This is an optimization exercise on Yosys and OpenROAD, whose aim is small area, not a production implementation.
Where RTL was checked, it was by simulation tests only, not by an equivalence proof against the original.
Function not checked in run 3: the RTL went through the layout flow alone.
The clock port is modelled as an ideal driver, which makes a skipped or thinned clock tree look cheaper than it is; a real chip needs a root buffer or a tree.
Power is estimated from default activity; no workload was simulated.

$ cat flow/run.sh
#!/bin/bash
# Own layout flow: the standard synthesis, then an area re-mapping of the
# combinational logic only (registers kept as synthesized, same names and
# cells), then the standard layout with 1x port buffers and a small clock
# tree. Each tool writes its full output to a log in this folder.
set -euo pipefail
W=$(pwd)
F=$W/flow
R=$W/orfs/results/$FLOW_PLATFORM/parking_meter/base
YOSYS=$FLOW_HOME/../tools/install/yosys/bin/yosys
LIB=$FLOW_HOME/platforms/sky130hd/lib/sky130_fd_sc_hd__tt_025C_1v80.lib

bash standard.sh synth > $W/std_synth.log 2>&1

# combinational cells of the library as Verilog, to flatten into gates
python3 $F/libfuncs.py $LIB $W/comb_cells.v > $W/libfuncs.log 2>&1
DU=$(sed -n '/DONT_USE_CELLS/,/^#/p' $FLOW_HOME/platforms/sky130hd/config.mk | grep -o 'sky130_fd_sc_hd__[a-z0-9_]*' | sed 's/^/-dont_use /' | tr '\n' ' ')
cp $R/1_2_yosys.v $W/std_1_2_yosys.v
printf '&get -n\n&deepsyn -T %s\n&put\ndch -f\nmap -a\n' "${DEEPSYN_T:-60}" > $W/reopt.abc
$YOSYS -l $W/reopt.log -p "read_liberty -lib $LIB; read_verilog -overwrite $W/comb_cells.v; read_verilog $W/std_1_2_yosys.v; hierarchy -top $FLOW_TOP; flatten; techmap; opt -fast; opt_clean; abc -liberty $LIB $DU -script $W/reopt.abc; opt_clean -purge; read_liberty -lib -ignore_redef $LIB; rename -hide w:*.*; opt_clean -purge; hilomap -singleton -hicell sky130_fd_sc_hd__conb_1 HI -locell sky130_fd_sc_hd__conb_1 LO; stat -liberty $LIB; check -assert; write_verilog -noattr -nohex -nodec $W/reopt_1_2_yosys.v" > /dev/null 2>&1
cp $W/reopt_1_2_yosys.v $R/1_2_yosys.v
rm -f $R/1_synth.odb $R/1_synth.sdc

bash standard.sh \
  BUFFER_PORTS_ARGS="-buffer_cell sky130_fd_sc_hd__buf_1" \
  CTS_ARGS="${CTS_ARGS_OVERRIDE:--sink_clustering_enable -repair_clock_nets -buf_list sky130_fd_sc_hd__clkbuf_8 -root_buf sky130_fd_sc_hd__clkbuf_8 -dont_use_dummy_load -sink_clustering_size 60 -sink_clustering_max_diameter 300}" \
  finish > $W/std_layout.log 2>&1
$ cat constraint.sdc
create_clock -name core_clock -period 15.0 [get_ports {clk}]
set_input_delay 3.0000 -clock core_clock [delete_from_list [all_inputs] [get_ports {clk}]]
set_output_delay 3.0000 -clock core_clock [all_outputs]
set_load 0.01 [all_outputs]
$ cat standard.sh
#!/bin/bash
# synth_recipe.tcl (not shown) runs the flow's synth.tcl, then flattens the netlist and writes it again
# the make line also repeats each setting of config.mk as NAME=value (left out here)
make -C /OpenROAD-flow-scripts/flow DESIGN_CONFIG=/design/flow/config.mk WORK_HOME=/design/flow/orfs CLKGATE_MAP_FILE= SYNTH_SCRIPT=/design/flow/synth_recipe.tcl "${@:-finish}"
$ cat config.mk
export PLATFORM = sky130hd
export DESIGN_NAME = parking_meter
export DESIGN_NICKNAME = parking_meter
export VERILOG_FILES = /design/flow/design.v
export SDC_FILE = /design/flow/constraint.sdc
export NUM_CORES = 4
export LEC_CHECK = 0
export CAP_MARGIN = 20
export CORE_MARGIN = 2
export CORE_UTILIZATION = 40
export SLEW_MARGIN = 20
$ cat flow/libfuncs.py
import re,sys
lib=open(sys.argv[1]).read()
out=[]
# split cells
for m in re.finditer(r'\n\s*cell\s*\(\s*"?([\w]+)"?\s*\)\s*\{', lib):
    name=m.group(1); start=m.end()
    # find matching brace
    depth=1;i=start
    while depth:
        c=lib[i]
        if c=='{':depth+=1
        elif c=='}':depth-=1
        i+=1
    body=lib[start:i]
    if re.search(r'\bff\s*\(|\blatch\s*\(|statetable',body): continue
    pins=[]; funcs={}
    for pm in re.finditer(r'\bpin\s*\(\s*"?(\w+)"?\s*\)\s*\{',body):
        ps=pm.end(); d=1; j=ps
        while d:
            c=body[j]
            if c=='{':d+=1
            elif c=='}':d-=1
            j+=1
        pb=body[ps:j]
        dm=re.search(r'direction\s*:\s*"?(\w+)"?',pb)
        fm=re.search(r'\bfunction\s*:\s*"([^"]*)"',pb)
        pins.append((pm.group(1),dm.group(1) if dm else None))
        if fm: funcs[pm.group(1)]=fm.group(1)
    outs=[p for p,d in pins if d=='output']
    ins=[p for p,d in pins if d=='input']
    if not outs or any(o not in funcs for o in outs): continue
    def conv(f):
        f=f.replace('!','~').replace('+','|').replace('*','&')
        f=re.sub(r'(\w+)\s*\'',r'(~\1)',f)
        f=re.sub(r'\)\s*\'',') ^ 1\'b1',f)  # rare
        # implicit AND: space between operands
        f=re.sub(r'([\w\)])\s+(?=[\w\(~])',r'\1 & ',f)
        return f
    s='module %s(%s);\n'%(name,', '.join(ins+outs))
    for p in ins: s+='  input %s;\n'%p
    for o in outs: s+='  output %s;\n  assign %s = %s;\n'%(o,o,conv(funcs[o]))
    s+='endmodule\n'
    out.append(s)
open(sys.argv[2],'w').write('\n'.join(out))
print(len(out))
$ cat design.v
module parking_meter(input add1,
		     input add2,
		     input add3,
		     input add4,
		     input rst1,
		     input rst2,
		     input clk,
		     input rst,
		     output [6:0] led_seg,
		     output a1,
		     output a2,
		     output a3,
		     output a4,
		     output [3:0] val1,
		     output [3:0] val2,
		     output [3:0] val3,
		     output [3:0] val4
		     );
   reg [3:0] d0, d1, d2, d3;
   reg act, tw;
   reg [5:0] r;
   reg q, h;
   reg [1:0] digI;
   reg [3:0] code;
   reg [1:0] idx;
   assign val1 = d0;
   assign val2 = d1;
   assign val3 = d2;
   assign val4 = d3;
   wire anyadd = add1 | add2 | add3 | add4;
   wire anyb = anyadd | rst1 | rst2;
   wire clr = anyb | rst;
   wire z0 = ~(d0[3] | d0[2] | d0[1] | d0[0]);
   wire z1 = ~(d1[3] | d1[2] | d1[1] | d1[0]);
   wire z2 = ~(d2[3] | d2[2] | d2[1] | d2[0]);
   wire z3 = ~(d3[3] | d3[2] | d3[1] | d3[0]);
   wire zero = z0 & z1 & z2 & z3;
   wire le180 = z3 & (z2 | ((d2 == 4'd1) & (~d1[3] | (~d1[0] & z0))));
   wire end50 = (r == 6'd9);
   wire tick = q & end50 & ~zero;
   function [3:0] dec(input [3:0] b);
      dec = {(b[3] & b[0]) | ~(b[3] | b[2] | b[1] | b[0]),
	     (b[2] & (b[1] | b[0])) | (b[3] & ~b[0]),
	     (b[1] & b[0]) | (~b[1] & ~b[0] & (b[3] | b[2])),
	     ~b[0]};
   endfunction
   function [3:0] inc(input [3:0] b);
      inc = {(b[3] & ~b[0]) | (b[2] & b[1] & b[0]),
	     b[2] ^ (b[1] & b[0]),
	     (b[1] ^ b[0]) & ~b[3],
	     ~b[0]};
   endfunction
   wire [2:0] e = d1[3:1];
   function [3:0] tens(input p1, input p2, input p3, input [2:0] e);
      if (p1)
	case (e)
	  3'd0: tens = 4'd3; 3'd1: tens = 4'd4; 3'd2: tens = 4'd8; 3'd3: tens = 4'd9;
	  default: tens = 4'd10;
	endcase
      else if (p2)
	case (e)
	  3'd0: tens = 4'd1; 3'd1: tens = 4'd2; 3'd2: tens = 4'd3; 3'd3: tens = 4'd4;
	  default: tens = 4'd8;
	endcase
      else if (p3)
	case (e)
	  3'd0: tens = 4'd4; 3'd1: tens = 4'd8; 3'd2: tens = 4'd9; 3'd3: tens = 4'd10;
	  default: tens = 4'd11;
	endcase
      else
	tens = {1'b0, e};
   endfunction
   wire [3:0] tr = tens(add1, add2, add3, e);
   wire [2:0] en = tr[2:0];
   wire c1 = tr[3];
   wire [3:0] a1n = {en, d1[0]};
   wire [3:0] h1 = inc(d2);
   wire [3:0] h2 = inc(h1);
   wire [3:0] h3 = inc(h2);
   wire hc1 = d2[3] & d2[0];
   wire hc2 = d2[3];
   wire hc3 = d2[3] | (d2[2] & d2[1] & d2[0]);
   wire m1 = add1 ? c1 : 1'b1;            
   wire m2 = ~add1 & (c1 | ~(add2 | add3));  
   wire m3 = ~add1 & ~add2 & ~add3;       
   wire [3:0] a2n = m3 ? h3 : m2 ? h2 : m1 ? h1 : d2;
   wire c2 = m3 ? hc3 : m2 ? hc2 : m1 & hc1;
   wire ovf = c2 & d3[3] & d3[0];
   wire [3:0] a3n = c2 ? inc(d3) : d3;
   always @(posedge clk) begin
      if (anyadd) begin
	 if (ovf) begin
	    d0 <= 4'd9; d1 <= 4'd9; d2 <= 4'd9; d3 <= 4'd9;
	 end else begin
	    d1 <= a1n; d2 <= a2n; d3 <= a3n;
	 end
      end else if (rst) begin
	 d0 <= 4'd0; d1 <= 4'd0; d2 <= 4'd0; d3 <= 4'd0;
      end else if (rst1) begin
	 d0 <= 4'd6; d1 <= 4'd1; d2 <= 4'd0; d3 <= 4'd0;
      end else if (rst2) begin
	 d0 <= 4'd0; d1 <= 4'd5; d2 <= 4'd1; d3 <= 4'd0;
      end else if (tick) begin
	 d0 <= dec(d0);
	 if (z0) d1 <= dec(d1);
	 if (z0 & z1) d2 <= dec(d2);
	 if (z0 & z1 & z2) d3 <= dec(d3);
      end
   end
   always @(posedge clk) begin
      if (rst) begin
	 act <= 1'b0; tw <= 1'b0;
      end else if (rst1 | rst2) begin
	 act <= 1'b1; tw <= 1'b0;
      end else if (!act) begin
	 act <= anyadd;
	 tw <= anyadd & ~add4;
      end else begin
	 act <= ~(tw & zero);
	 tw <= le180 & ~(tw & zero);
      end
   end
   always @(posedge clk) begin
      if (clr) begin
	 r <= 6'd0; q <= 1'b0; h <= 1'b0;
      end else if (end50) begin
	 r <= 6'd0; q <= ~q; h <= h ^ q;
      end else
	r <= {r[4:0], ~(r[5] ^ r[4])};
      if (rst)
	digI <= 2'd0;
      else if (!anyb)
	digI <= digI + 2'd1;
   end
   wire lit = tw ? ~h : ~q;
   wire [3:0] sel = digI[1] ? (digI[0] ? d0 : d1) : (digI[0] ? d2 : d3);
   always @(posedge clk) begin
      idx <= digI;
      if (rst)
	code <= 4'b1100;
      else if (lit)
	code <= sel;
      else
	code <= 4'b1111;
   end
   wire on = ~(code[3] & code[2]);
   assign a1 = ~(on & (idx == 2'd0));
   assign a2 = ~(on & (idx == 2'd1));
   assign a3 = ~(on & (idx == 2'd2));
   assign a4 = ~(on & (idx == 2'd3));
   function [6:0] seg7(input [3:0] c);
      case (c)
	4'd0: seg7 = 7'b0000001;
	4'd1: seg7 = 7'b1001111;
	4'd2: seg7 = 7'b0010010;
	4'd3: seg7 = 7'b0000110;
	4'd4: seg7 = 7'b1001100;
	4'd5: seg7 = 7'b0100100;
	4'd6: seg7 = 7'b0100000;
	4'd7: seg7 = 7'b0001111;
	4'd8: seg7 = 7'b0000000;
	4'd9: seg7 = 7'b0001100;
	4'd12: seg7 = 7'b0000001;
	4'd15: seg7 = 7'b1111111;
	default: seg7 = 7'b1111111;
      endcase
   endfunction
   assign led_seg = seg7(code);
endmodule
==> flow_summary_export.csv, run 1 <==
group,metric,value,unit
run_status,status,"complete, no violations",
job,drv_cap,0,
yosys,netlist_area,0.00195,mm²
pwr,power,0.355,mW
die,die_h,73.7,µm
placement,gp_congestion,0.904,
timing,rsz0062_at_grt,"no",
cells_and_area,multi_input_area,925,µm²
routing,drc_errors,0,
yosys,yosysWarnings,1,
worst_setup_path,setup.worst_path.end_class,"flop",
die,pin_count,35,
pwr,netSwitchingFraction,42.9,%
pwr,peakVddDrop,0.0873,mV
worst_setup_path,path_max_fanout,12,
timing,final_hold_viol_count,0,
die,initial_core_util,41.5,%
timing,slew_violations,0,
worst_setup_path,rr_worst_depth,11,
cells_and_area,drive_gt1_share,1.91,%
worst_hold_path,hold_path_startpoint,"r[0]$_SDFF_PP0_",
die,rows,25,
cts,htree_levels,2,
cts,post-cts-setup-buffer-count,0,
global_route,antenna_found_initial,0,
worst_hold_path,min_path_cells,2,
yosys,syn_inst,275,
timing,fin_setup_tns,0,ns
cts,cts_buffers,5,
worst_setup_path,worstPathRequired,15.03,ns
cts,clock_sinks,34,
placement,io_buffers,34,
timing,setup_viol,0,
cells_and_area,nets,324,
pwr,p_int,0.203,mW
timing,timing.fmax,165,MHz
routing,drtPass1Iterations,4,
routing,wl_per_cell,13.5,µm
cells_and_area,register_area,841,µm²
cts,clock_path_buffers,2,
cts,tritoncts,"yes",
worst_setup_path,crit_top_cell,"nor2_1",
yosys,syn_nets,283,
worst_setup_path,startpoint_type,"input port",
timing,tightest_slew,0.770,ns
cells_and_area,n_fill_cell,494,
timing,slew_headroom,48.4,%
cts,clkTransAtPathRegs,0.06,ns
die,die_w,73.7,µm
global_route,track_usage,19.9,%
worst_setup_path,crit_slowest_cell,"nor2_1",
worst_setup_path,r2r-start,"d1[2]$_DFFE_PP_",
routing,wl,4.96,mm
routing,drtIter0Drc,254,
global_route,grt_pass1_vias,1828,
pwr,clkPwrFrac,16.5,%
pwr,p_switching,0.152,mW
global_route,grt_first_pass_wirelength,8.22,mm
pwr,power_density,161,mW/mm²
cts,cts_root_buf,"clkbuf_8",
global_route,grt_max_degree,13,
worst_setup_path,criticalPathCategory,"in2reg",
worst_hold_path,min_path_type,"reg2reg",
cts,post_cts_resized,0,
cells_and_area,syn2layout_area_growth,13.6,%
cts,clock_latency,0.28,ns
cts,cts_hold_buf,0,
die,dieArea,0.00544,mm²
routing,ant_nets,0,
pwr,p_seq_share,43.9,%
routing,avgViaCountPerCell,5.45,
placement,dp.final_hpwl,3.92,mm
timing,fin_skew,0.0122,ns
pwr,p_comb_share,39.6,%
pwr,p_leak,0.749,nW
cells_and_area,diodes,0,
worst_setup_path,critPathMaxStageDelay,0.67,ns
timing,fin_crit,6.05,ns
timing,timing.final.crit_share,40.3,%
die,coreArea,0.00469,mm²
routing,vias,2006,
yosys,avgSynthCellArea,7.07,µm²
worst_setup_path,crit_chain,"buf_1 -> nor2_1 -> nand2_1 -> nor2_1 -> clkinv_1 -> nor2_1 -> clkinv_1 -> a31oi_1 -> nor3_1 -> or2_2",
worst_setup_path,cp.arrival,6.08,ns
global_route,overflow,0,
worst_setup_path,crit_start,"add2",
## through the flow
stage          area [µm²]  cells  hold slack, ns  util (%)  setup slack, ns
6_report             2210    368           0.417      47.1             8.95
5_1_grt              2210    368           0.435      47.1             8.70
4_1_cts              2210    368           0.421      47.1             9.02
3_5_place_dp         2140    363           0.412      45.6             8.74
3_3_place_gp         2140    363           0.413      45.6             8.95
2_1_floorplan        1950    275           0.401         -             9.65
## registers in the layout, summed over array words and instances, names as in the netlist
| register | count |
|---|---|
| digI | 2 |
| d0 | 4 |
| act | 1 |
| tw | 1 |
| q | 1 |
| idx | 2 |
| d3 | 4 |
| d1 | 4 |
| d2 | 4 |
| r | 6 |
| code | 4 |
| h | 1 |
## final timing paths
kind | end | slack, ns
max | d1[3]$_DFFE_PP_ | 8.95
min | r[1]$_SDFF_PP0_ | 0.42
max reg2reg | d1[3]$_DFFE_PP_ | 12.20
min reg2reg | r[1]$_SDFF_PP0_ | 0.42
## cells in the final DEF (no fill, tap or decap)
cell type  count
edfxtp_1      16
buf_1         34
a21oi_1       25
o32ai_1        1
nand4_1        1
nor3_1         4
or2_2          1
o21bai_1       1
a22oi_1        2
o22ai_1        5
nand3_1       17
a21boi_0       1
dfxtp_1       18
o311ai_0       2
a31oi_1        2
o21ai_0       25
nor2_1        58
xor2_1         1
o31ai_1        3
a211oi_1       4
nand2_1       34
o2111ai_1      1
a41oi_1        2
clkbuf_8       5
nor3b_1        1
a221oi_1       1
o211ai_1       1
clkinv_1      48
## final cells by class
type / count / share of cell area [%]
timing repair buffer: 34 / 5.78
tap: 54 / 3.06
clock buffer: 5 / 3.11
inverter: 48 / 8.15
multi-input combinational: 193 / 41.8
sequential: 34 / 38.1
## power groups by stage
stage	registers, mW	clock network, mW	logic, mW
after global placement	0.158	0	0.141
final	0.156	0.0587	0.141
after floorplan	0.154	0	0.0932
after global routing	0.160	0.0641	0.161
after CTS	0.156	0.0607	0.142
after detailed placement	0.158	0	0.140
## critical path: cells and delay by family
kind	cells	cell delay, ns
buffers and inverters	3	0.89
and+or+nand+nor	6	1.86
AOI/OAI and AO/OA	1	0.32
## routing by layer
| metal | global-route usage (%) | vias to the layer above | part of all wire (%) |
|---|---|---|---|
| li1 | - | 1036 | - |
| met1 | 26.3 | 898 | 45 |
| met2 | 31.6 | 63 | 47 |
| met3 | 4.53 | 9 | 5.6 |
| met4 | 7.68 | 0 | 1.9 |
| met5 | 0 | - | 0 |
==> run 2: changes to the inputs <==
--- a/flow/run.sh
+++ b/flow/run.sh
@@ -23,5 +23,5 @@
 
 bash standard.sh \
   BUFFER_PORTS_ARGS="-buffer_cell sky130_fd_sc_hd__buf_1" \
-  CTS_ARGS="${CTS_ARGS_OVERRIDE:--sink_clustering_enable -repair_clock_nets -buf_list sky130_fd_sc_hd__clkbuf_8 -root_buf sky130_fd_sc_hd__clkbuf_8 -dont_use_dummy_load -sink_clustering_size 60 -sink_clustering_max_diameter 300}" \
+  CTS_ARGS="${CTS_ARGS_OVERRIDE:--sink_clustering_enable -repair_clock_nets -buf_list sky130_fd_sc_hd__clkbuf_4 -root_buf sky130_fd_sc_hd__clkbuf_4 -dont_use_dummy_load}" \
   finish > $W/std_layout.log 2>&1
==> run 2 against run 1 <==
  * Still clean
  * Area after synthesis up 1.2%
  * Register-to-register slack lost 0.36 ns
  * Via count decreased by 1.3%
  * Count of clock-buffer cells in the layout unchanged
  * Combinational power about the same
  * Clock skew up 0.0057 ns
  * Global-route usage down 0.062 points
  * Worst hold slack improved by 0.011 ns
  * Critical path type unchanged
  * Largest cell class unchanged
==> flow_summary_export.csv, run 2 <==
group,metric,value,unit
run_status,status,"complete, no violations",
yosys,syn_nets,285,
timing,tightest_slew,0.725,ns
timing,setup_viol,0,
worst_setup_path,worstPathRequired,15.07,ns
cts,htree_levels,2,
timing,final_hold_viol_count,0,
cells_and_area,top_register,"r",
pwr,netSwitchingFraction,44.3,%
routing,wl,5.09,mm
die,initial_core_util,41.7,%
global_route,grt_pass1_vias,1729,
routing,wl_per_cell,13.3,µm
routing,drtIter0Drc,147,
global_route,use_met2,31.3,%
cts,clock_sinks,34,
cells_and_area,diodes,0,
cells_and_area,syn2layout_area_growth,12.6,%
pwr,p_int,0.190,mW
die,rows,25,
routing,vias,1979,
yosys,syn_inst,277,
cts,post-cts-setup-buffer-count,0,
die,dieArea,0.00550,mm²
job,drv_cap,0,
cts,cts_root_buf,"clkbuf_4",
global_route,antenna_found_initial,0,
cts,clock_path_buffers,2,
timing,slew_headroom,51.4,%
die,die_w,74.2,µm
cells_and_area,layout_common_cells,"55 x clkinv_1, 55 x nor2_1, 36 x nand2_1",
pwr,power_density,154,mW/mm²
yosys,yosysWarnings,1,
routing,ant_nets,0,
timing,rsz0062_at_grt,"no",
routing,drc_errors,0,
global_route,grt.busiest_layer,"met2",
routing,avgViaCountPerCell,5.17,
yosys,avgSynthCellArea,7.11,µm²
timing,slew_violations,0,
yosys,netlist_area,0.00197,mm²
cells_and_area,largest_reg_flops,6,
placement,gp_congestion,0.899,
worst_setup_path,startpoint_type,"input port",
worst_hold_path,min_path_type,"reg2reg",
placement,io_buffers,34,
pwr,clkPwrFrac,12.7,%
cts,tritoncts,"yes",
cts,post_cts_resized,0,
global_route,met1_usage,27.3,%
die,coreArea,0.00472,mm²
pwr,p_seq_share,45.1,%
cts,clock_latency,0.33,ns
timing,timing.fmax,176,MHz
worst_setup_path,criticalPathCategory,"in2reg",
pwr,p_leak,0.734,nW
placement,dp.final_hpwl,4.05,mm
worst_setup_path,setup.worst_path.end_class,"flop",
worst_setup_path,cp.arrival,5.75,ns
cts,cts_buffers,5,
pwr,p_switching,0.151,mW
timing,timing.final.crit_share,37.9,%
pwr,p_comb_share,42.2,%
timing,fin_crit,5.68,ns
routing,drtPass1Iterations,4,
cells_and_area,nets,326,
timing,fin_setup_tns,0,ns
pwr,power,0.341,mW
global_route,grt_max_degree,13,
die,die_h,74.2,µm
cells_and_area,drive_gt1_share,1.58,%
global_route,grt_use_met3,4.47,%
global_route,track_usage,19.9,%
timing,fin_skew,0.0179,ns
cts,cts_hold_buf,0,
worst_setup_path,path_max_fanout,12,
pwr,peakVddDrop,0.0834,mV
global_route,overflow,0,
die,pin_count,35,
cts,clkTransAtPathRegs,0.11,ns
global_route,grt_first_pass_wirelength,8.30,mm
-- run 2: power groups by stage --
| stage | sequential [mW] | combinational [mW] | clock (mW) |
|---|---|---|---|
| after floorplan | 0.154 | 0.0963 | 0 |
| after global placement | 0.156 | 0.143 | 0 |
| after detailed placement | 0.156 | 0.143 | 0 |
| after CTS | 0.154 | 0.143 | 0.0453 |
| after global routing | 0.157 | 0.163 | 0.0504 |
| final | 0.154 | 0.144 | 0.0432 |
-- run 2: layout make-up --
type                            instances  area [µm²]
Sequential cell                        34         841
Inverter                               55         206
Fill cell                             505        2500
Timing Repair Buffer                   34         128
Multi-Input combinational cell        188         922
Tap cell                               67        83.8
Clock buffer                            5        37.5
-- run 2: layer usage --
metal | up-vias | wire, µm
met4 | 0 | 24
li1 | 1023 | -
met2 | 66 | 2430
met3 | 2 | 342
met1 | 888 | 2290
met5 | - | 0
-- run 2: critical path, stage by stage --
cell,delay (ns)
buf_1,0.12
nor2_1,0.17
nand2_1,0.14
nor2_1,0.42
clkinv_1,0.30
nor2_1,0.57
clkinv_1,0.53
nor2_1,0.21
nor3_1,0.12
a21boi_0,0.17
-- run 2: metrics by stage --
step | instances | area, µm² | setup slack, ns | utilization [%] | hold slack, ns
floorplan | 277 | 1970 | 9.88 | - | 0.392
global placement | 378 | 2180 | 9.13 | 46.2 | 0.413
detailed placement | 378 | 2180 | 8.99 | 46.2 | 0.417
CTS | 383 | 2220 | 9.30 | 47.0 | 0.434
global route | 383 | 2220 | 8.98 | 47.0 | 0.446
finish | 383 | 2220 | 9.32 | 47.0 | 0.428
-- run 2: worst paths after layout --
path	end	from	cells after the start	slack (ns)
min	r[2]$_SDFF_PP0_	r[1]$_SDFF_PP0_	2	0.43
max reg2reg	d1[1]$_DFFE_PP_	d1[1]$_DFFE_PP_	16	11.84
min reg2reg	r[2]$_SDFF_PP0_	r[1]$_SDFF_PP0_	2	0.43
max	d2[0]$_DFFE_PP_	add1	10	9.32
==> run 3: changes to the inputs <==
--- a/design.v
+++ b/design.v
@@ -36,7 +36,7 @@
    wire z3 = ~(d3[3] | d3[2] | d3[1] | d3[0]);
    wire zero = z0 & z1 & z2 & z3;
    wire le180 = z3 & (z2 | ((d2 == 4'd1) & (~d1[3] | (~d1[0] & z0))));
-   wire end50 = (r == 6'd9);
+   wire end50 = r[0] & r[1] & r[2] & ~r[3] & ~r[4];
    wire tick = q & end50 & ~zero;
    function [3:0] dec(input [3:0] b);
       dec = {(b[3] & b[0]) | ~(b[3] | b[2] | b[1] | b[0]),
@@ -121,12 +121,15 @@
       end
    end
    always @(posedge clk) begin
+      if (clr | end50)
+	r <= 6'd0;
+      else
+	r <= {~r[4:0], ~(r[5] ^ r[4])};
       if (clr) begin
-	 r <= 6'd0; q <= 1'b0; h <= 1'b0;
+	 q <= 1'b0; h <= 1'b0;
       end else if (end50) begin
-	 r <= 6'd0; q <= ~q; h <= h ^ q;
-      end else
-	r <= {r[4:0], ~(r[5] ^ r[4])};
+	 q <= ~q; h <= h ^ q;
+      end
       if (rst)
 	digI <= 2'd0;
       else if (!anyb)
==> flow/run.sh (replaced) <==
#!/bin/bash
# Own layout flow: the standard synthesis, then an area re-mapping of the
# combinational logic only (registers kept as synthesized, same names and
# cells; several ABC runs, the smallest kept), then the standard layout
# with 1x port buffers and a small clock tree. Each tool writes its full
# output to a log in this folder.
set -euo pipefail
W=$(pwd)
F=$W/flow
R=$W/orfs/results/$FLOW_PLATFORM/parking_meter/base
YOSYS=$FLOW_HOME/../tools/install/yosys/bin/yosys
LIB=$FLOW_HOME/platforms/sky130hd/lib/sky130_fd_sc_hd__tt_025C_1v80.lib

bash standard.sh synth > $W/std_synth.log 2>&1

# combinational cells of the library as Verilog, to flatten into gates
python3 $F/libfuncs.py $LIB $W/comb_cells.v > $W/libfuncs.log 2>&1
DU=$(sed -n '/DONT_USE_CELLS/,/^#/p' $FLOW_HOME/platforms/sky130hd/config.mk | grep -o 'sky130_fd_sc_hd__[a-z0-9_]*' | sed 's/^/-dont_use /' | tr '\n' ' ')
cp $R/1_2_yosys.v $W/std_1_2_yosys.v

reopt() { # seed
  local s=$1
  printf '&get -n\n&deepsyn -T %s -S %s\n&put\ndch -f\nmap -a\n' "${DEEPSYN_T:-30}" "$s" > $W/reopt_$s.abc
  $YOSYS -l $W/reopt_$s.log -p "read_liberty -lib $LIB; read_verilog -overwrite $W/comb_cells.v; read_verilog $W/std_1_2_yosys.v; hierarchy -top $FLOW_TOP; flatten; techmap; opt -fast; opt_clean; abc -liberty $LIB $DU -script $W/reopt_$s.abc; opt_clean -purge; read_liberty -lib -ignore_redef $LIB; rename -hide w:*.*; opt_clean -purge; hilomap -singleton -hicell sky130_fd_sc_hd__conb_1 HI -locell sky130_fd_sc_hd__conb_1 LO; tee -o $W/reopt_$s.stat stat -liberty $LIB; check -assert; write_verilog -noattr -nohex -nodec $W/reopt_$s.v" > /dev/null 2>&1 || true
}
for s in 1 2 3 4; do reopt $s & done; wait
for s in 5 6 7 8; do reopt $s & done; wait
best=""; barea=1e12
for s in 1 2 3 4 5 6 7 8; do
  [[ -s $W/reopt_$s.v && -s $W/reopt_$s.stat ]] || continue
  grep -q "Found and reported 0 problems" $W/reopt_$s.log || continue
  a=$(grep "Chip area" $W/reopt_$s.stat | awk '{print $NF}')
  if python3 -c "import sys; sys.exit(0 if $a < $barea else 1)"; then barea=$a; best=$s; fi
done
echo "best seed $best area $barea" > $W/reopt_choice.log
if [[ -n $best ]]; then
  cp $W/reopt_$best.v $R/1_2_yosys.v
  rm -f $R/1_synth.odb $R/1_synth.sdc
fi

bash standard.sh \
  BUFFER_PORTS_ARGS="-buffer_cell sky130_fd_sc_hd__buf_1" \
  CTS_ARGS="-sink_clustering_enable -repair_clock_nets -buf_list sky130_fd_sc_hd__clkbuf_4 -root_buf sky130_fd_sc_hd__clkbuf_4 -dont_use_dummy_load" \
  finish > $W/std_layout.log 2>&1
==> run 3 against run 2 <==
  * Final area down 3.4%
  * Non-clock buffer count unchanged
  * Clock skew up 0.0074 ns
  * Flip-flop and latch count unchanged
  * Utilization down 0.98 points
  * Critical path depth up 2
  * Maximum frequency down 12%
  * Routed wire length down 3.3%
  * Power down 0.33%
  * Area after synthesis down 3.0%
  * Setup slack worse by 0.80 ns
  * Register-to-register slack better by 0.25 ns
  * Critical endpoint is now d1[1]$_DFFE_PP_
  * Largest power group unchanged
==> flow_summary_export.csv, run 3 <==
group,metric,value,unit
run_status,status,"complete, no violations",
worst_setup_path,critPathTopFamily,"simple AND/OR/NAND/NOR gates",
worst_setup_path,setup.worst_path.end_class,"flop",
die,die_h,73.1,µm
routing,vias,1966,
worst_setup_path,path_max_fanout,12,
cts,clock_path_buffers,2,
die,pin_count,35,
global_route,overflow,0,
worst_hold_path,min_path_type,"reg2reg",
cts,tritoncts,"yes",
timing,fin_setup_tns,0,ns
cells_and_area,drive_gt1_share,2.63,%
placement,io_buffers,34,
worst_setup_path,startpoint_type,"input port",
cells_and_area,nets,314,
cells_and_area,final_area,0.00214,mm²
die,initial_core_util,41.0,%
placement,place_ws,8.23,ns
worst_setup_path,crit_chain,"buf_1 -> clkinv_1 -> o21ai_0 -> nor2_1 -> clkinv_1 -> nor2_1 -> clkinv_1 -> nor2_1 -> clkinv_1 -> nor2_1 -> nor3_1 -> or2_2",
cts,clock_latency,0.34,ns
timing,fin_skew,0.0253,ns
yosys,syn_nets,273,
timing,timing.final.crit_share,43.2,%
timing,slew_headroom,45.4,%
global_route,antenna_found_initial,0,
worst_setup_path,cp.arrival,6.59,ns
die,coreArea,0.00466,mm²
pwr,p_seq_share,45.3,%
timing,fin_crit,6.48,ns
worst_setup_path,worstPathRequired,15.11,ns
worst_setup_path,crit_slowest_cell,"nor2_1",
die,dieArea,0.00535,mm²
global_route,grt_first_pass_wirelength,8.05,mm
pwr,netSwitchingFraction,44.1,%
pwr,p_comb_share,41.9,%
cts,cts_root_buf,"clkbuf_4",
job,drv_cap,0,
placement,dp.final_hpwl,3.98,mm
pwr,peakVddDrop,0.0545,mV
routing,wl,4.92,mm
cells_and_area,diodes,0,
cts,htree_levels,2,
worst_setup_path,critPathMaxStageDelay,0.71,ns
placement,placed_cell_area,0.00211,mm²
timing,setup_viol,0,
timing,slew_violations,0,
cells_and_area,top_register,"r",
routing,avgViaCountPerCell,5.49,
cts,cts_buffers,5,
routing,drtPass1Iterations,4,
cells_and_area,syn2layout_area_growth,12.2,%
cts,cts_hold_buf,0,
placement,gp_congestion,0.907,
global_route,grt_max_degree,13,
cells_and_area,largest_reg_flops,6,
routing,wl_per_cell,13.7,µm
global_route,grt_pass1_vias,1807,
pwr,p_switching,0.150,mW
yosys,syn_inst,265,
global_route,track_usage,19.7,%
cts,post_cts_resized,0,
die,die_w,73.1,µm
pwr,p_int,0.190,mW
cells_and_area,layout_commonest_cell,"nor2_1",
cts,clock_sinks,34,
cells_and_area,utilization,46.0,%
yosys,yosysWarnings,1,
cells_and_area,layout_common_cells,"49 x nor2_1, 43 x clkinv_1, 40 x nand2_1",
routing,drtIter0Drc,63,
cts,post-cts-setup-buffer-count,0,
routing,ant_nets,0,
yosys,avgSynthCellArea,7.21,µm²
timing,final_hold_viol_count,0,
timing,tightest_slew,0.815,ns
pwr,power_density,159,mW/mm²
yosys,netlist_area,0.00191,mm²
pwr,clkPwrFrac,12.7,%
die,rows,25,
pwr,p_leak,0.766,nW
worst_setup_path,path_buf_inv,5,
cts,clkTransAtPathRegs,0.11,ns
routing,drc_errors,0,
timing,fin_ws,8.52,ns
timing,rsz0062_at_grt,"no",
worst_setup_path,criticalPathCategory,"in2reg",
timing,timing.fmax,154,MHz
[run 3: path summary, 6_finish.rpt]
kind,start,endpoint,slack (ns),cells after the start
setup / recovery,add1,d1[1]$_DFFE_PP_,8.52,12
hold / removal,digI[1]$_SDFFE_PP0N_,idx[1]$_DFF_P_,0.40,0
setup reg to reg,d1[3]$_DFFE_PP_,d1[1]$_DFFE_PP_,12.09,11
hold reg to reg,digI[1]$_SDFFE_PP0N_,idx[1]$_DFF_P_,0.40,0
[run 3: area by class of cell]
class	count	area [µm²]
clock buffers	5	37.5
fillers	491	2520
inverters	43	161
multi-input cells	188	908
flip-flops and latches	34	841
well taps	54	67.6
repair buffers	34	128
[run 3: metal layers]
metal	global-route usage, %	up-vias	part of all wire [%]
li1	-	998	-
met1	24.5	897	45
met2	33.2	59	48
met3	4.01	12	4.8
met4	7.61	0	2.4
met5	0	-	0
[run 3: through the flow]
stage,hold slack [ns],total power [mW],cells
3_3_place_gp,0.400,0.301,353
5_1_grt,0.425,0.367,358
4_1_cts,0.404,0.342,358
2_1_floorplan,0.380,0.249,265
3_5_place_dp,0.401,0.299,353
6_report,0.403,0.340,358
[run 3: power groups by stage]
stage	Combinational [mW]	Clock, mW	Sequential [mW]
floorplan	0.0953	0	0.154
global placement	0.144	0	0.157
detailed placement	0.143	0	0.156
finish	0.143	0.0433	0.154
CTS	0.143	0.0444	0.154
global route	0.162	0.0472	0.158
==> run 4: changes to the inputs <==
--- a/design.v
+++ b/design.v
@@ -20,7 +20,7 @@
    reg act, tw;
    reg [5:0] r;
    reg q, h;
-   reg [1:0] digI;
+   reg hb;
    reg [3:0] code;
    reg [1:0] idx;
    assign val1 = d0;
@@ -130,11 +130,10 @@
       end else if (end50) begin
 	 q <= ~q; h <= h ^ q;
       end
-      if (rst)
-	digI <= 2'd0;
-      else if (!anyb)
-	digI <= digI + 2'd1;
+      hb <= anyb & ~rst;
    end
+   wire rprev = code[3] & code[2] & ~code[0];
+   wire [1:0] digI = rprev ? 2'd0 : hb ? idx : idx + 2'd1;
    wire lit = tw ? ~h : ~q;
    wire [3:0] sel = digI[1] ? (digI[0] ? d0 : d1) : (digI[0] ? d2 : d3);
    always @(posedge clk) begin
==> run 4 against run 3 <==
  * Still clean on timing, DRC and antenna
  * Count of clock-buffer cells in the layout unchanged
  * Global-route usage rose by 1.1 points
  * Setup slack better by 0.32 ns
  * Synthesized cell count grew 1.5%
  * Via count is essentially flat
  * Maximum frequency increased by 5.2%
  * Utilization shrank 0.054 points
  * Die area shrank 0.12%
  * Cell count rose by 1.1%
  * Sequential share of layout area decreased by 0.89 points
  * Clock power up 1%
  * Area after synthesis is 0.13% lower
  * Largest cell class unchanged
  * Highest routed layer unchanged
==> flow_summary_export.csv, run 4 <==
group,metric,value,unit
run_status,status,"complete, no violations",
cells_and_area,n_fill_cell,496,
die,initial_core_util,40.9,%
timing,timing.final.crit_share,41.1,%
timing,timing.fmax,162,MHz
worst_setup_path,crit_slowest_cell,"nor2_1",
cts,post_cts_resized,0,
cells_and_area,drive_gt1_share,3.25,%
routing,drtIter0Drc,176,
cells_and_area,syn2layout_area_growth,12.2,%
routing,drtPass1Iterations,4,
timing,setup_viol,0,
die,die_w,73.1,µm
die,dieArea,0.00534,mm²
yosys,syn_inst,269,
placement,dp.final_hpwl,4.05,mm
cells_and_area,top_register,"r",
cells_and_area,diodes,0,
routing,wl,5.19,mm
worst_setup_path,criticalPathCategory,"in2reg",
cells_and_area,layout_commonest_cell,"nor2_1",
cells_and_area,nets,318,
timing,tightest_slew,0.735,ns
worst_setup_path,path_max_fanout,10,
placement,place_ws,8.60,ns
cts,htree_levels,2,
worst_setup_path,setup.worst_path.end_class,"flop",
die,coreArea,0.00466,mm²
routing,avgViaCountPerCell,5.43,
die,rows,25,
cts,tritoncts,"yes",
timing,slew_headroom,50.7,%
cts,cts_buffers,5,
cts,clkTransAtPathRegs,0.11,ns
pwr,peakVddDrop,0.0737,mV
global_route,track_usage,20.8,%
pwr,power,0.393,mW
job,drv_cap,0,
routing,vias,1965,
timing,hold_ws,0.426,ns
cts,clock_path_buffers,2,
worst_setup_path,cp.arrival,6.23,ns
worst_setup_path,startpoint_type,"input port",
placement,io_buffers,34,
routing,ant_nets,0,
global_route,grt_pass1_vias,1822,
cells_and_area,largest_reg_flops,6,
timing,fin_setup_tns,0,ns
timing,rsz0062_at_grt,"no",
timing,fin_crit,6.16,ns
yosys,yosysWarnings,1,
placement,gp_congestion,0.962,
cts,cts_hold_buf,0,
global_route,overflow,0,
routing,wl_per_cell,14.3,µm
yosys,netlist_area,0.00191,mm²
timing,slew_violations,0,
die,pin_count,35,
cts,cts_root_buf,"clkbuf_4",
cts,post-cts-setup-buffer-count,0,
timing,fin_ws,8.84,ns
worst_setup_path,worstPathRequired,15.07,ns
timing,fin_skew,0.0220,ns
cells_and_area,layout_common_cells,"55 x nor2_1, 42 x nand2_1, 41 x clkinv_1",
yosys,avgSynthCellArea,7.09,µm²
cts,clock_latency,0.33,ns
worst_hold_path,min_path_type,"reg2reg",
global_route,antenna_found_initial,0,
yosys,syn_nets,277,
cts,clock_sinks,33,
global_route,grt_first_pass_wirelength,8.47,mm
routing,drc_errors,0,
die,die_h,73.1,µm
pwr,p_leak,0.760,nW
worst_setup_path,crit_chain,"buf_1 -> nor2_1 -> clkinv_1 -> nor2_1 -> clkinv_1 -> nor2_1 -> clkinv_1 -> nor2_1 -> clkinv_1 -> a31oi_1 -> nor3_1 -> or2_2",
global_route,grt_max_degree,12,
worst_setup_path,critPathMaxStageDelay,0.51,ns
timing,final_hold_viol_count,0,
pwr,power_density,183,mW/mm²
==> run 4: critical path: cells and delay by family <==
kind / cells / cell delay, ns
AND/OR/NAND/NOR: 6 / 1.71
buffers and inverters: 5 / 1.18
AO/OA/AOI/OAI: 1 / 0.33
==> run 4: report_power, final <==
group / leakage (nW) / switching (mW) / internal, mW / total (mW)
registers: 0.297 / 0.0352 / 0.126 / 0.161
clock network: 0.0230 / 0.0282 / 0.0157 / 0.0439
logic: 0.440 / 0.123 / 0.0645 / 0.188
==> run 4: area by class of cell <==
| type | instances | area, µm² | share of cell area (%) |
|---|---|---|---|
| clock buffer | 5 | 37.5 | 1.75 |
| timing repair buffer | 34 | 128 | 5.96 |
| multi-input combinational | 195 | 933 | 43.6 |
| tap | 54 | 67.6 | 3.16 |
| sequential | 33 | 821 | 38.3 |
| inverter | 41 | 154 | 7.19 |
==> run 4: path summary, 6_finish.rpt <==
| path | from | end | slack [ns] | cells past startpoint |
|---|---|---|---|---|
| min reg2reg | r[1]$_SDFF_PP0_ | r[2]$_SDFF_PP0_ | 0.43 | 1 |
| min | r[1]$_SDFF_PP0_ | r[2]$_SDFF_PP0_ | 0.43 | 1 |
| max reg2reg | d1[3]$_DFFE_PP_ | d3[3]$_DFFE_PP_ | 11.84 | 12 |
| max | add2 | d1[2]$_DFFE_PP_ | 8.84 | 12 |
==> run 4: through the flow <==
step	std cells	cell area, µm²	util [%]
after global placement	357	2100	45.1
after CTS	362	2140	45.9
after global routing	362	2140	45.9
final	362	2140	45.9
after detailed placement	357	2100	45.1
after floorplan	269	1910	-
==> run 4: routing by layer <==
layer,vias to the layer above,share of wire [%],global-route usage (%)
met3,8,4.4,4.28
met1,894,47,26.6
met5,-,0,0
li1,1005,-,-
met4,0,1.4,7.61
met2,58,47,34.4
==> run 5: changes to the inputs <==
--- a/flow/run.sh
+++ b/flow/run.sh
@@ -20,13 +20,15 @@
 
 reopt() { # seed
   local s=$1
-  printf '&get -n\n&deepsyn -T %s -S %s\n&put\ndch -f\nmap -a\n' "${DEEPSYN_T:-30}" "$s" > $W/reopt_$s.abc
+  printf '&get -n\n&deepsyn -T %s -S %s\n&put\ndch -f\nmap -a\n' "${DEEPSYN_T:-60}" "$s" > $W/reopt_$s.abc
   $YOSYS -l $W/reopt_$s.log -p "read_liberty -lib $LIB; read_verilog -overwrite $W/comb_cells.v; read_verilog $W/std_1_2_yosys.v; hierarchy -top $FLOW_TOP; flatten; techmap; opt -fast; opt_clean; abc -liberty $LIB $DU -script $W/reopt_$s.abc; opt_clean -purge; read_liberty -lib -ignore_redef $LIB; rename -hide w:*.*; opt_clean -purge; hilomap -singleton -hicell sky130_fd_sc_hd__conb_1 HI -locell sky130_fd_sc_hd__conb_1 LO; tee -o $W/reopt_$s.stat stat -liberty $LIB; check -assert; write_verilog -noattr -nohex -nodec $W/reopt_$s.v" > /dev/null 2>&1 || true
 }
-for s in 1 2 3 4; do reopt $s & done; wait
-for s in 5 6 7 8; do reopt $s & done; wait
+SEEDS=$(seq 1 16)
+for g in 0 1 2 3; do
+  for k in 1 2 3 4; do reopt $((g*4+k)) & done; wait
+done
 best=""; barea=1e12
-for s in 1 2 3 4 5 6 7 8; do
+for s in $SEEDS; do
   [[ -s $W/reopt_$s.v && -s $W/reopt_$s.stat ]] || continue
   grep -q "Found and reported 0 problems" $W/reopt_$s.log || continue
   a=$(grep "Chip area" $W/reopt_$s.stat | awk '{print $NF}')
==> run 5 against run 4 <==
  * Synthesized cell count shrank 2.2%
  * Non-clock buffer count is the same
  * First-iteration DRC count grew 26%
  * Maximum frequency grew 2.9%
  * Final area shrank 0.23%
  * Highest routed layer unchanged
==> flow_summary_export.csv, run 5 <==
group,metric,value,unit
run_status,status,"complete, no violations",
cts,htree_levels,2,
worst_hold_path,min_path_type,"reg2reg",
pwr,peakVddDrop,0.0625,mV
die,dieArea,0.00533,mm²
timing,slew_violations,0,
global_route,grt_pass1_vias,1630,
placement,dp.final_hpwl,3.82,mm
cells_and_area,multi_input_area,928,µm²
die,initial_core_util,40.8,%
yosys,syn_inst,263,
pwr,p_leak,0.759,nW
cts,post_cts_resized,0,
die,coreArea,0.00466,mm²
worst_setup_path,criticalPathCategory,"in2reg",
job,drv_cap,0,
cts,clock_sinks,33,
timing,setup_viol,0,
routing,drtPass1Iterations,5,
routing,ant_nets,0,
cts,clkTransAtPathRegs,0.10,ns
global_route,overflow,0,
routing,wl_per_cell,13.5,µm
cts,post-cts-setup-buffer-count,0,
yosys,avgSynthCellArea,7.24,µm²
die,pin_count,35,
timing,final_hold_viol_count,0,
worst_setup_path,startpoint_type,"input port",
cts,clock_path_buffers,2,
global_route,antenna_found_initial,0,
timing,fin_skew,0.0111,ns
worst_setup_path,crit_slowest_cell,"nor2_1",
worst_setup_path,worstPathRequired,15.09,ns
die,die_h,73.0,µm
timing,fin_crit,5.99,ns
timing,slew_headroom,55.0,%
cells_and_area,stdcell_count,356,
timing,timing.fmax,167,MHz
cts,cts_root_buf,"clkbuf_4",
cells_and_area,layout_common_cells,"49 x nor2_1, 41 x clkinv_1, 35 x nand2_1",
global_route,grt_first_pass_wirelength,7.62,mm
cells_and_area,diodes,0,
routing,avgViaCountPerCell,5.42,
cells_and_area,top_register,"r",
global_route,grt_max_degree,12,
worst_setup_path,critPathMaxStageDelay,0.50,ns
cts,clock_latency,0.34,ns
cells_and_area,layout_commonest_cell,"nor2_1",
yosys,yosysWarnings,1,
timing,rsz0062_at_grt,"no",
routing,drtIter0Drc,222,
worst_setup_path,critPathTopFamily,"simple AND/OR/NAND/NOR gates",
placement,dp_cells,351,
placement,gp_congestion,0.910,
cells_and_area,nets,312,
worst_setup_path,path_max_fanout,11,
worst_setup_path,crit_top_cell,"clkinv_1",
cts,tritoncts,"yes",
timing,timing.final.crit_share,39.9,%
worst_setup_path,setup.worst_path.end_class,"flop",
cells_and_area,register_area,821,µm²
cells_and_area,drive_gt1_share,2.98,%
worst_setup_path,path_buf_inv,4,
timing,fin_setup_tns,0,ns
worst_setup_path,crit_chain,"buf_1 -> nor3_1 -> clkinv_1 -> nor2_1 -> clkinv_1 -> nor2_1 -> clkinv_1 -> a21oi_1 -> nor3_1 -> or2_2",
global_route,track_usage,19.0,%
cts,cts_buffers,5,
routing,drc_errors,0,
die,die_w,73.0,µm
cells_and_area,n_fill_cell,468,
placement,io_buffers,34,
cts,cts_hold_buf,0,
worst_setup_path,cp.arrival,6.08,ns
cells_and_area,syn2layout_area_growth,12.2,%
pwr,power_density,191,mW/mm²
cells_and_area,largest_reg_flops,6,
routing,vias,1930,
routing,wl,4.79,mm
yosys,syn_nets,271,
timing,tightest_slew,0.676,ns
die,rows,25,
yosys,netlist_area,0.00190,mm²
[run 5: report_power, final]
part | internal (mW) | total, mW | switching [mW]
clock network | 0.0156 | 0.0439 | 0.0283
logic | 0.0731 | 0.202 | 0.129
registers | 0.128 | 0.163 | 0.0355
[run 5: cell type report]
class | instances | share of cell area [%]
clock buffers | 5 | 1.76
inverters | 41 | 7.21
multi-input cells | 189 | 43.5
flip-flops and latches | 33 | 38.4
well taps | 54 | 3.16
repair buffers | 34 | 5.98
[run 5: metal layers]
layer  up-vias  track usage, %  routed length [µm]
li1       1006               -                   -
met1       857            25.9                2170
met2        61            30.1                2260
met3         6            4.28                 304
met4         0            6.17                  56
met5         -               0                   0
[run 5: path summary, 6_finish.rpt]
| check | from | to | slack (ns) | depth (start not counted) |
|---|---|---|---|---|
| max | add2 | d1[1]$_DFFE_PP_ | 9.01 | 10 |
| min | r[3]$_SDFF_PP0_ | r[4]$_SDFF_PP0_ | 0.43 | 1 |
| max reg2reg | d1[2]$_DFFE_PP_ | d2[2]$_DFFE_PP_ | 12.29 | 11 |
| min reg2reg | r[3]$_SDFF_PP0_ | r[4]$_SDFF_PP0_ | 0.43 | 1 |
[run 5: stage by stage]
step	worst slack, ns	power (mW)	instance area (µm²)	hold slack, ns	utilization (%)
2_1_floorplan	9.55	0.303	1900	0.393	-
3_3_place_gp	8.86	0.368	2100	0.416	45.0
3_5_place_dp	8.70	0.366	2100	0.413	45.0
4_1_cts	9.06	0.409	2140	0.430	45.8
5_1_grt	8.67	0.445	2140	0.456	45.8
6_report	9.01	0.409	2140	0.426	45.8
==> run 6: changes to the inputs <==
--- a/design.v
+++ b/design.v
@@ -74,17 +74,17 @@
    wire [2:0] en = tr[2:0];
    wire c1 = tr[3];
    wire [3:0] a1n = {en, d1[0]};
-   wire [3:0] h1 = inc(d2);
-   wire [3:0] h2 = inc(h1);
-   wire [3:0] h3 = inc(h2);
-   wire hc1 = d2[3] & d2[0];
-   wire hc2 = d2[3];
-   wire hc3 = d2[3] | (d2[2] & d2[1] & d2[0]);
-   wire m1 = add1 ? c1 : 1'b1;            
-   wire m2 = ~add1 & (c1 | ~(add2 | add3));  
-   wire m3 = ~add1 & ~add2 & ~add3;       
-   wire [3:0] a2n = m3 ? h3 : m2 ? h2 : m1 ? h1 : d2;
-   wire c2 = m3 ? hc3 : m2 ? hc2 : m1 & hc1;
+   wire [1:0] m = add1 ? {1'b0, c1} : (add2 | add3) ? {c1, ~c1} : 2'd3;
+   function [4:0] hadd(input [3:0] d, input [1:0] k);
+      reg [4:0] s;
+      begin
+	 s = (d[3] ? {4'd4, d[0]} : {1'b0, d}) + k;
+	 hadd = (s >= 5'd10) ? {1'b1, s[3:0] - 4'd10} : s;
+      end
+   endfunction
+   wire [4:0] hr = hadd(d2, m);
+   wire [3:0] a2n = hr[3:0];
+   wire c2 = hr[4];
    wire ovf = c2 & d3[3] & d3[0];
    wire [3:0] a3n = c2 ? inc(d3) : d3;
    always @(posedge clk) begin
--- a/flow/run.sh
+++ b/flow/run.sh
@@ -2,7 +2,8 @@
 # Own layout flow: the standard synthesis, then an area re-mapping of the
 # combinational logic only (registers kept as synthesized, same names and
 # cells; several ABC runs, the smallest kept), then the standard layout
-# with 1x port buffers and a small clock tree. Each tool writes its full
+# with 1x port buffers and a small clock tree (its root buffer dropped, so
+# the clock port drives the 4 leaf buffers). Each tool writes its full
 # output to a log in this folder.
 set -euo pipefail
 W=$(pwd)
@@ -42,5 +43,6 @@
 
 bash standard.sh \
   BUFFER_PORTS_ARGS="-buffer_cell sky130_fd_sc_hd__buf_1" \
+  POST_CTS_TCL=$F/post_cts.tcl \
   CTS_ARGS="-sink_clustering_enable -repair_clock_nets -buf_list sky130_fd_sc_hd__clkbuf_4 -root_buf sky130_fd_sc_hd__clkbuf_4 -dont_use_dummy_load" \
   finish > $W/std_layout.log 2>&1
==> flow/post_cts.tcl (new file) <==
set block [ord::get_db_block]
set port_net [[$block findBTerm clk] getNet]
set roots {}
foreach it [$port_net getITerms] { lappend roots [$it getInst] }
if {[llength $roots] == 1} {
  set root [lindex $roots 0]
  set out [[$root findITerm X] getNet]
  set loads {}
  set ok 1
  foreach it [$out getITerms] {
    if {[$it getInst] == $root} continue
    if {![string match "sky130_fd_sc_hd__clkbuf_*" [[[$it getInst] getMaster] getName]]} { set ok 0 }
    lappend loads $it
  }
  if {$ok && [llength $loads] <= 4 && [string match "sky130_fd_sc_hd__clkbuf_*" [[$root getMaster] getName]]} {
    foreach it $loads { $it disconnect; $it connect $port_net }
    [$root findITerm A] disconnect
    [$root findITerm X] disconnect
    odb::dbInst_destroy $root
    odb::dbNet_destroy $out
    puts "post_cts: removed root clock buffer, port drives [llength $loads] buffers"
  }
}
==> run 6 against run 5 <==
  * Sequential share of layout area increased by 0.69 points
  * Power decreased by 7.3%
  * Global-route usage about the same
  * Non-clock buffer count unchanged
  * Synthesized cell count decreased by 3.0%
  * Maximum frequency decreased by 6.2%
  * Largest power group unchanged
  * Count of clock-buffer cells in the layout decreased by 1
  * Routed wire length increased by 0.27%
  * Final area decreased by 1.8%
==> flow_summary_export.csv, run 6 <==
group,metric,value,unit
timing,rsz0062_at_grt,"no",
pwr,p_leak,0.754,nW
placement,dp_cells,341,
die,die_w,72.5,µm
global_route,track_usage,19.0,%
job,drv_cap,0,
global_route,antenna_found_initial,0,
cts,clkTransAtPathRegs,0.09,ns
timing,fin_crit,6.38,ns
global_route,grt_first_pass_wirelength,7.72,mm
cells_and_area,syn2layout_area_growth,11.9,%
yosys,avgSynthCellArea,7.36,µm²
routing,ant_nets,0,
timing,fin_skew,0.00942,ns
worst_setup_path,path_max_fanout,11,
routing,drtPass1Iterations,5,
timing,timing.fmax,157,MHz
timing,slew_headroom,51.3,%
yosys,syn_nets,263,
cells_and_area,stdcell_count,345,
worst_setup_path,criticalPathCategory,"in2reg",
timing,slew_violations,0,
placement,dp.final_hpwl,3.83,mm
timing,tightest_slew,0.731,ns
worst_setup_path,setup.worst_path.end_class,"flop",
cells_and_area,register_area,821,µm²
global_route,overflow,0,
cells_and_area,n_fill_cell,473,
placement,placed_cell_area,0.00207,mm²
yosys,yosysWarnings,1,
routing,avgViaCountPerCell,5.49,
die,initial_core_util,42.2,%
worst_setup_path,cp.arrival,6.29,ns
timing,fin_setup_tns,0,ns
placement,gp_congestion,0.941,
timing,setup_viol,0,
cells_and_area,diodes,0,
cells_and_area,drive_gt1_share,3.07,%
cells_and_area,layout_commonest_cell,"nor2_1",
die,rows,24,
cells_and_area,multi_input_area,912,µm²
run_status,status,"complete, no violations",
pwr,power_density,181,mW/mm²
cells_and_area,nets,303,
timing,final_hold_viol_count,0,
cells_and_area,layout_common_cells,"44 x nor2_1, 42 x nand2_1, 38 x clkinv_1",
cts,clock_latency,0.16,ns
cts,clock_sinks,33,
die,dieArea,0.00525,mm²
routing,drtIter0Drc,164,
timing,timing.final.crit_share,42.6,%
routing,wl,4.81,mm
timing,fin_ws,8.62,ns
pwr,peakVddDrop,0.0799,mV
yosys,netlist_area,0.00188,mm²
routing,wl_per_cell,13.9,µm
cells_and_area,final_area,0.00210,mm²
routing,drc_errors,0,
die,die_h,72.5,µm
worst_setup_path,worstPathRequired,14.91,ns
cells_and_area,utilization,47.2,%
worst_hold_path,min_path_type,"reg2reg",
global_route,grt_max_degree,12,
cells_and_area,top_register,"r",
cells_and_area,largest_reg_flops,6,
die,coreArea,0.00444,mm²
worst_setup_path,startpoint_type,"input port",
routing,vias,1893,
global_route,grt_pass1_vias,1661,
die,pin_count,35,
placement,io_buffers,34,
yosys,syn_inst,255,
placement,place_ws,8.57,ns
[run 6: metal layers]
metal	up-vias	track usage [%]	share of wire [%]
met2	70	33.0	49
met4	0	4.94	0.62
met3	5	2.92	8.5
met5	-	0	0
li1	965	-	-
met1	853	24.8	42
[run 6: cell type report]
| cell class | count | area share [%] |
|---|---|---|
| Timing Repair Buffer | 34 | 6.08 |
| Multi-Input combinational cell | 184 | 43.5 |
| Sequential cell | 33 | 39.1 |
| Clock buffer | 4 | 1.43 |
| Inverter | 38 | 6.80 |
| Tap cell | 52 | 3.10 |
[run 6: final timing paths]
kind / start / end / slack [ns] / cells past startpoint
max reg2reg: d1[3]$_DFFE_PP_ / d1[2]$_DFFE_PP_ / 12.02 / 10
min: r[1]$_SDFF_PP0_ / r[2]$_SDFF_PP0_ / 0.41 / 1
min reg2reg: r[1]$_SDFF_PP0_ / r[2]$_SDFF_PP0_ / 0.41 / 1
max: add3 / d1[2]$_DFFE_PP_ / 8.62 / 10
[run 6: worst max-delay path, cell delays in order]
cell and delay [ns]:
buf_1 0.10, nor3_1 0.34, clkinv_1 0.22, nor2_1 0.30
clkinv_1 0.30, nor2_1 0.46, clkinv_1 0.42, o31ai_1 0.64
nor3_1 0.17, or2_2 0.35
[run 6: metrics by stage]
stage | hold WS [ns] | power, mW
finish | 0.409 | 0.379
global route | 0.422 | 0.416
detailed placement | 0.398 | 0.346
global placement | 0.402 | 0.348
floorplan | 0.384 | 0.285
[run 6: report_power, final]
group          total [mW]  leakage (nW)  switching [mW]  internal (mW)
clock              0.0347        0.0184          0.0219         0.0128
combinational       0.190         0.437           0.125         0.0652
sequential          0.154         0.299          0.0318          0.122
total               0.379         0.754           0.178          0.200
==> run 7: changes to the inputs <==
--- a/flow/run.sh
+++ b/flow/run.sh
@@ -24,8 +24,8 @@
   printf '&get -n\n&deepsyn -T %s -S %s\n&put\ndch -f\nmap -a\n' "${DEEPSYN_T:-60}" "$s" > $W/reopt_$s.abc
   $YOSYS -l $W/reopt_$s.log -p "read_liberty -lib $LIB; read_verilog -overwrite $W/comb_cells.v; read_verilog $W/std_1_2_yosys.v; hierarchy -top $FLOW_TOP; flatten; techmap; opt -fast; opt_clean; abc -liberty $LIB $DU -script $W/reopt_$s.abc; opt_clean -purge; read_liberty -lib -ignore_redef $LIB; rename -hide w:*.*; opt_clean -purge; hilomap -singleton -hicell sky130_fd_sc_hd__conb_1 HI -locell sky130_fd_sc_hd__conb_1 LO; tee -o $W/reopt_$s.stat stat -liberty $LIB; check -assert; write_verilog -noattr -nohex -nodec $W/reopt_$s.v" > /dev/null 2>&1 || true
 }
-SEEDS=$(seq 1 16)
-for g in 0 1 2 3; do
+SEEDS=$(seq 1 32)
+for g in $(seq 0 7); do
   for k in 1 2 3 4; do reopt $((g*4+k)) & done; wait
 done
 best=""; barea=1e12
==> run 7 against run 6 <==
  * Non-clock buffer count did not move
  * Clock skew is 0.020 ns higher
  * Flip-flop and latch count unchanged
  * First-iteration DRC count decreased by 55%
  * Setup slack gained 0.016 ns
  * Sequential power up 3%
  * Critical path type unchanged
  * Largest power group unchanged
==> flow_summary_export.csv, run 7 <==
group,metric,value,unit
run_status,status,"complete, no violations",
timing,timing.fmax,157,MHz
worst_hold_path,min_path_cells,1,
pwr,p_switching,0.176,mW
worst_setup_path,rr_worst_depth,13,
worst_hold_path,min_path_type,"reg2reg",
cells_and_area,largest_reg_flops,6,
timing,fin_skew,0.0298,ns
die,dieArea,0.00526,mm²
global_route,overflow,0,
global_route,grt_max_degree,13,
worst_setup_path,critPathMaxStageDelay,0.60,ns
pwr,peakVddDrop,0.0777,mV
yosys,syn_inst,257,
routing,avgViaCountPerCell,5.41,
pwr,p_leak,0.746,nW
global_route,grt_first_pass_wirelength,7.90,mm
yosys,avgSynthCellArea,7.31,µm²
die,pin_count,35,
worst_setup_path,crit_slowest_cell,"o31ai_1",
worst_setup_path,worstPathRequired,14.89,ns
global_route,grt_use_met3,3.19,%
cells_and_area,diodes,0,
routing,wl_per_cell,13.1,µm
placement,io_buffers,34,
cells_and_area,layout_common_cells,"43 x clkinv_1, 43 x nor2_1, 34 x nand2_1, 34 x buf_1, 26 x o21ai_0",
routing,wl,4.55,mm
die,rows,24,
cts,clock_sinks,33,
die,die_h,72.5,µm
cells_and_area,syn2layout_area_growth,11.9,%
yosys,netlist_area,0.00188,mm²
worst_setup_path,criticalPathCategory,"in2reg",
routing,vias,1879,
routing,ant_nets,0,
worst_setup_path,worst-r2r-setup-slack,11.85,ns
pwr,p_comb_share,49.3,%
cells_and_area,drive_gt1_share,3.05,%
worst_setup_path,crit_chain,"buf_1 -> nor2_1 -> nand2_1 -> nor2_1 -> clkinv_1 -> nor2_1 -> clkinv_1 -> o31ai_1 -> nor3_1 -> or2_2",
cells_and_area,stdcell_count,347,
timing,timing.final.crit_share,42.5,%
cells_and_area,n_fill_cell,478,
worst_hold_path,hold_path_startpoint,"r[3]$_SDFF_PP0_",
timing,tightest_slew,0.617,ns
yosys,syn_nets,265,
pwr,clkPwrFrac,8.9,%
global_route,antenna_found_initial,0,
cts,clkTransAtPathRegs,0.11,ns
job,drv_cap,0,
global_route,grt.busiest_layer,"met2",
pwr,netSwitchingFraction,46.6,%
pwr,power_density,180,mW/mm²
routing,drc_errors,0,
routing,drtPass1Iterations,4,
placement,gp_congestion,0.844,
cts,clock_latency,0.17,ns
global_route,grt_pass1_vias,1700,
timing,rsz0062_at_grt,"no",
pwr,p_int,0.202,mW
cells_and_area,multi_input_area,897,µm²
worst_setup_path,worst_r2r_endpoint,"d1[1]$_DFFE_PP_",
timing,fin_ws,8.63,ns
timing,setup_viol,0,
worst_hold_path,whs_endpoint,"r[4]$_SDFF_PP0_",
die,die_w,72.5,µm
cells_and_area,register_area,821,µm²
worst_setup_path,path_max_fanout,12,
placement,place_ws,8.46,ns
global_route,track_usage,18.9,%
timing,slew_headroom,58.6,%
worst_setup_path,startpoint_type,"input port",
worst_setup_path,cp.arrival,6.26,ns
timing,fin_crit,6.37,ns
worst_setup_path,setup.worst_path.end_class,"flop",
timing,final_hold_viol_count,0,
cells_and_area,top_register,"r",
global_route,use_met2,30.9,%
cells_and_area,nets,305,
pwr,p_seq_share,41.8,%
placement,dp.final_hpwl,3.63,mm
worst_setup_path,r2r-start,"d1[3]$_DFFE_PP_",
placement,dp_cells,343,
die,coreArea,0.00444,mm²
yosys,yosysWarnings,1,
timing,fin_setup_tns,0,ns
routing,drtIter0Drc,74,
timing,slew_violations,0,
global_route,met1_usage,26.1,%
die,initial_core_util,42.3,%
worst_setup_path,crit_top_cell,"nor2_1",
==> run 7: how the worst max path moves through the flow <==
stage                     start               to  slack (ns)  cells past startpoint
final                      add1  d1[1]$_DFFE_PP_        8.63                     10
after global placement     add1  d1[1]$_DFFE_PP_        8.74                     10
after global routing       add1  d1[3]$_DFFE_PP_        8.28                     10
after floorplan            add2  d1[1]$_DFFE_PP_        9.43                      9
after detailed placement   add1  d1[1]$_DFFE_PP_        8.46                     10
==> run 7: metrics by stage <==
stage / utilization (%) / hold slack (ns) / instance area, µm² / power, mW
floorplan: - / 0.384 / 1880 / 0.286
global placement: 46.6 / 0.403 / 2070 / 0.348
detailed placement: 46.6 / 0.414 / 2070 / 0.345
global route: 47.3 / 0.449 / 2100 / 0.415
finish: 47.3 / 0.428 / 2100 / 0.378
==> run 7: final cells by class <==
cell class / count / area share, %
clock buffer: 4 / 1.43
timing repair buffer: 34 / 6.07
sequential: 33 / 39.0
inverter: 43 / 7.68
multi-input combinational: 181 / 42.7
tap: 52 / 3.10
==> run 7: per-layer routing <==
layer / vias up / routed length, µm / share of wire (%)
met5: - / 0 / 0
met4: 0 / 39 / 0.86
met3: 5 / 179 / 3.9
met2: 53 / 2150 / 47
met1: 841 / 2190 / 48
li1: 980 / - / -
==> run 7: worst max-delay path: cells and delay by family <==
| family | cells | cell delay [ns] |
|---|---|---|
| AO/OA/AOI/OAI | 1 | 0.60 |
| buffers and inverters | 3 | 0.84 |
| AND/OR/NAND/NOR | 6 | 1.82 |
==> run 7: power groups by stage <==
stage               combinational (mW)  sequential [mW]  clock, mW
floorplan                        0.131            0.156          0
global placement                 0.188            0.160          0
detailed placement               0.185            0.160          0
global route                     0.213            0.163     0.0392
finish                           0.186            0.158     0.0338

static timing again, ports no longer ideal:
No port has a modelled driver above. Below, the same layouts with a new extraction and two added sets of constraints. Step 1 assumes that a clkbuf_16 drives the clock port and a buf_2 every other input. Step 2 moves the port delays by t, midway between the first and last clock arrival at a register: inputs arrive t later, outputs are due t later. That takes back most of the time a late clock gives input paths. a / b / c = ideal ports / drivers / drivers and shift; a / b = the first two.
run	shift t [ns]	setup WS [ns]	worst setup path at the end	worst data-port slew with drivers (ns)
run 1	0.305	8.951 / 8.959 / 8.654	input to register	0.03
run 2	0.342	9.322 / 9.322 / 8.980	input to register	0.03
run 3	0.358	8.518 / 8.525 / 8.166	input to register	0.03
run 4	0.347	8.839 / 8.838 / 8.491	input to register	0.03
run 5	0.360	9.012 / 9.016 / 8.655	input to register	0.03
run 6	0.198	8.617 / 8.642 / 8.444	input to register	0.03
run 7	0.193	8.632 / 8.654 / 8.461	input to register	0.03
After both steps setup and hold are still met in every run listed. For run 5, which loses most, drivers alone change the setup slack by +0.004 ns; drivers and shift together by -0.357 ns.
